This is an optimization exercise on Yosys and OpenROAD, whose aim is small area, not a production implementation. In this exercise RTL edits were held to simulation tests only and were not proved equivalent to the original. No driver is modelled on the clock port, so clocking that relies on it looks cheaper here than on a real chip. Power is estimated from default activity; no workload was simulated.

the reference run:
Design simon_says_top, start of the top module:
module simon_says_top(
    input clk,               
    input reset,             
    input select,            
    input [15:0] switches,   
    input [3:0] rows,        
    output [3:0] cols,       
    output [15:0] leds,      
    output [6:0] seg,        
    output [3:0] an          
);
clock: 10.0 ns
lec_check: 0
abc_area: 1
cap_margin: 20
core_margin: 2
core_utilization: 60
place_density: 0.75
slew_margin: 20
standard.sh (not shown) runs the stock make flow with config.mk's settings and CLKGATE_MAP_FILE= SYNTH_SCRIPT=/design/flow/synth_recipe.tcl, a recipe that flattens the netlist after the stock synthesis.
==> flow/flow/run.sh <==
#!/bin/bash
# Own layout flow: the standard layout (standard.sh) with three changes.
#  1. Synthesis runs with ORFS's adder extraction off (ADDER_MAP_FILE empty):
#     extract_fa turns XOR/AND pairs found anywhere (decoders included) into
#     half-adder cells that abc can no longer optimise.
#  2. After the standard synthesis the combinational cells of the netlist are
#     turned back into logic and mapped again by abc with a stronger area
#     script (&deepsyn, then amap), four times with different seeds; the
#     smallest result is kept.  Flip-flop instances are not touched: same
#     cells, same names, as the standard synthesis made them.
#  3. Ports are buffered with buf_1 and the clock tree is built from clkbuf_4
#     without dummy loads; clock buffers whose loads would see a slow edge
#     are then upsized to clkbuf_8 (flow/resize_clk.tcl).
# Each tool writes its full output to a log file in this folder.
set -euo pipefail
WORK=$(pwd)
YOSYS=$FLOW_HOME/../tools/install/yosys/bin/yosys
LIB=$FLOW_HOME/platforms/sky130hd/lib/sky130_fd_sc_hd__tt_025C_1v80.lib
RES=$WORK/orfs/results/sky130hd/simon_says_top/base

sed 's|CLKGATE_MAP_FILE= |CLKGATE_MAP_FILE= ADDER_MAP_FILE= BUFFER_PORTS_ARGS="-buffer_cell sky130_fd_sc_hd__buf_1" CTS_ARGS="-sink_clustering_enable -repair_clock_nets -dont_use_dummy_load -buf_list sky130_fd_sc_hd__clkbuf_4" |' standard.sh > standard_custom.sh
sed -i "s|CLKGATE_MAP_FILE= |CLKGATE_MAP_FILE= POST_CTS_TCL=$WORK/flow/resize_clk.tcl |" standard_custom.sh
grep -q 'POST_CTS_TCL=' standard_custom.sh
grep -q 'ADDER_MAP_FILE= ' standard_custom.sh

# 1. standard synthesis (adder extraction off)
bash standard_custom.sh synth > make_synth.log 2>&1

# 2. re-map the combinational logic
cp $RES/1_2_yosys.v $WORK/1_2_yosys_standard.v
python3 flow/comb_cells.py $LIB $WORK/comb_cells.v > comb_cells.log 2>&1
DONT_USE=$(cat flow/dont_use.txt)
for SEED in 1 2 3 4; do
sed "s/@SEED@/$SEED/" flow/reopt.abc > $WORK/reopt_$SEED.abc
cat > $WORK/reopt_$SEED.ys <<EOS
read_liberty -lib $LIB
read_verilog $WORK/1_2_yosys_standard.v
hierarchy -top $FLOW_TOP
techmap -map $WORK/comb_cells.v
techmap
opt -purge
abc -liberty $LIB $DONT_USE -script $WORK/reopt_$SEED.abc
opt_clean -purge
hilomap -singleton -hicell sky130_fd_sc_hd__conb_1 HI -locell sky130_fd_sc_hd__conb_1 LO
insbuf -buf sky130_fd_sc_hd__buf_4 A X
splitnets
opt_clean -purge
check -assert -mapped
tee -o $WORK/reopt_$SEED.stat stat -liberty $LIB
write_verilog -noattr -nohex -nodec $WORK/1_2_yosys_reopt_$SEED.v
EOS
$YOSYS -s $WORK/reopt_$SEED.ys > reopt_yosys_$SEED.log 2>&1 &
done
wait
# keep the smallest of the four abc runs (they differ only in &deepsyn's seed)
BEST=$(for SEED in 1 2 3 4; do
  if [[ -s $WORK/1_2_yosys_reopt_$SEED.v ]]; then
    echo "$(sed -n "s/.*Chip area for module .*: //p" $WORK/reopt_$SEED.stat) $SEED"
  fi
done | sort -g | head -1 | cut -d' ' -f2)
echo "best seed $BEST" > reopt_choice.log
cat $WORK/reopt_*.stat | grep "Chip area" >> reopt_choice.log
cp $WORK/1_2_yosys_reopt_$BEST.v $WORK/1_2_yosys_reopt.v
cp $WORK/1_2_yosys_reopt.v $RES/1_2_yosys.v
rm -f $RES/1_synth.odb

# 3. the rest of the layout
bash standard_custom.sh finish > make_finish.log 2>&1
Other scripts of this flow, unchanged in this note and not shown: flow/flow/comb_cells.py, flow/flow/dont_use.txt, flow/flow/reopt.abc, flow/flow/resize_clk.tcl
The reference run: PASS, flow complete, no timing, DRC or antenna violations
diff inputs: the reference run => the trial run
--- a/flow/design.v
+++ b/flow/design.v
@@ -94,36 +94,32 @@
     input [15:0] switches,
     input [3:0] keypad_value,
     input clk_1Hz,
     input clk_2Hz,
     input clk_3Hz,
     input clk_10Hz,
     output [15:0] leds,
     output [3:0] disp_code,          
     output [2:0] highest_round,
     output reg display_mode
 );
     localparam S_INIT = 2'd0, S_SHOW = 2'd1, S_INPUT = 2'd2, S_OVER = 2'd3;
-    localparam P_INIT = 3'b000, P_SHOW1 = 3'b001, P_SAYS = 3'b011, P_STEPS = 3'b010,
-               P_INPUT = 3'b100, P_OVER = 3'b101;
-    reg [2:0] ph;
-    wire [1:0] gs = ph[2] ? (ph[0] ? S_OVER : S_INPUT) : ((ph[1] | ph[0]) ? S_SHOW : S_INIT);
+    reg [1:0] gs;
     reg [2:0] cr;
     reg wr;
     wire won = ~(cr == 3'd1) | wr;     
     reg [3:0] r0, r1, r2, r3, r4;
     reg k0, k4;
     reg [3:0] Q;
-    wire sd = (ph == P_STEPS);
-    wire ss = (ph == P_SAYS);
+    reg sd, ss;
     wire [3:0] D = Q;
     wire [2:0] P = Q[2:0];
     wire cmp = Q[3];
     reg [15:0] ps;
     reg [31:0] rnd;
     reg pclk_prev;
     reg gol, la;
     reg sp, db;
     reg [7:0] scnt;
     reg pclk;
     always @(*) begin
         case (cr)
@@ -217,65 +213,65 @@
             if (sel_start) db <= 1'b1;
             else if (db & sel_end) begin
                 db <= 1'b0;
                 if (select) display_mode <= ~display_mode;
             end
         end
     end
     always @(posedge clk)
         scnt <= db ? {scnt[6:0], ~(scnt[7] ^ scnt[2])} : 8'd0;
     always @(posedge clk or posedge reset) begin
         if (reset) begin
             rnd <= 32'hABCDEF01;
-            ph <= P_INIT;
+            gs <= S_INIT;
             cr <= 3'd1;
             wr <= 1'b0;
             r0 <= 4'd1;
             k0 <= 1'b0;
             la <= 1'b0;
         end else begin
             rnd <= {rnd[30:0], rnd[31] ^ rnd[27] ^ rnd[23] ^ rnd[19]};
             la <= gol;
             case (gs)
-                S_INIT: ph <= P_SHOW1;
-                S_SHOW:
-                    if (!says_done) begin
-                        if (edge_p & d_last) ph <= P_STEPS;
-                        else ph <= P_SAYS;
-                    end else if (edge_p & ~(Pn < L)) ph <= P_INPUT;
+                S_INIT: gs <= S_SHOW;
+                S_SHOW: if (says_done & edge_p & ~(Pn < L)) gs <= S_INPUT;
                 S_INPUT:
                     if (!Pvalid) begin
-                        ph <= P_INIT;
+                        gs <= S_INIT;
                         cr <= n;
                         if (n == 3'd0) wr <= 1'b1;
                         if (gen) r0 <= S[3:0];
                         if (n == 3'd0) k0 <= ~S[31];
                     end else if (!kP) begin
-                        if (!cmp && sw_bad) ph <= P_OVER;
+                        if (!cmp && sw_bad) gs <= S_OVER;
                     end else begin
-                        if (!cmp && !key_match) ph <= P_OVER;
+                        if (!cmp && !key_match) gs <= S_OVER;
                     end
                 default: ;
             endcase
         end
     end
     always @(posedge clk) begin
         case (gs)
             S_INIT: begin
                 Q <= says_load;
+                sd <= 1'b0;
+                ss <= 1'b0;
             end
             S_SHOW:
                 if (!says_done) begin
+                    ss <= ~(edge_p & d_last);
                     if (edge_p) begin
                         if (d_last) begin
+                            sd <= 1'b1;
                             Q <= 4'b0111;
                         end else
                             Q <= {D[2:0], ~(D[3] ^ D[0])};
                     end
                 end else if (edge_p) begin
                     if (Pn < L) Q[2:0] <= Pn;
                     else begin
                         Q <= 4'b0000;
                         ps <= switches;
                     end
                 end
             S_INPUT:
--- outcome ---
- On the trial run: sequential share of layout area is 0.52 points higher than what the reference run gave.
- Looking at number of sequential cells, the trial run sits 1 above the reference run.
- The flow did not stop early for the trial run: all stages ran, and the layout cleared the timing, design-rule and antenna checks.
- Between the trial run and the reference run, the final-layout non-clock buffer area share figures differ only marginally.
- The trial run vs the reference run, total stage count of the critical path went down by 1.
- The more densely filled core belongs to the reference run, not the trial run.
- [diff] total power, the trial run relative to the reference run: improvement
- The trial run vs. the reference run: total routing resource utilization after global routing now smaller, pin count of the biggest net entering global routing fell about 26%.

==> re-timing with driven ports <==
The flow's constraints put no driver on any port. The routed layouts listed below were extracted and timed again, unchanged, in two steps.
Step 1, drivers: a clkbuf_16 drives clk and a buf_2 each remaining input, both assumed.
Step 2 adds t to the input delays and takes it off the output delays; t is the mean of the earliest and latest rising clock arrival at the registers after step 1. Input paths then give back, and output paths get back, about the clock's delay inside the block.
a / b / c = ideal / step 1 / step 2; a / b = the first two.
run	t (ns)	slack for setup (ns)	worst register clock-pin slew, ns
the reference run	0.426	4.864 / 4.828 / 5.254	0.10 / 0.10
the trial run	0.429	5.241 / 5.210 / 5.640	0.11 / 0.11
After both steps setup and hold are still met in every run listed.
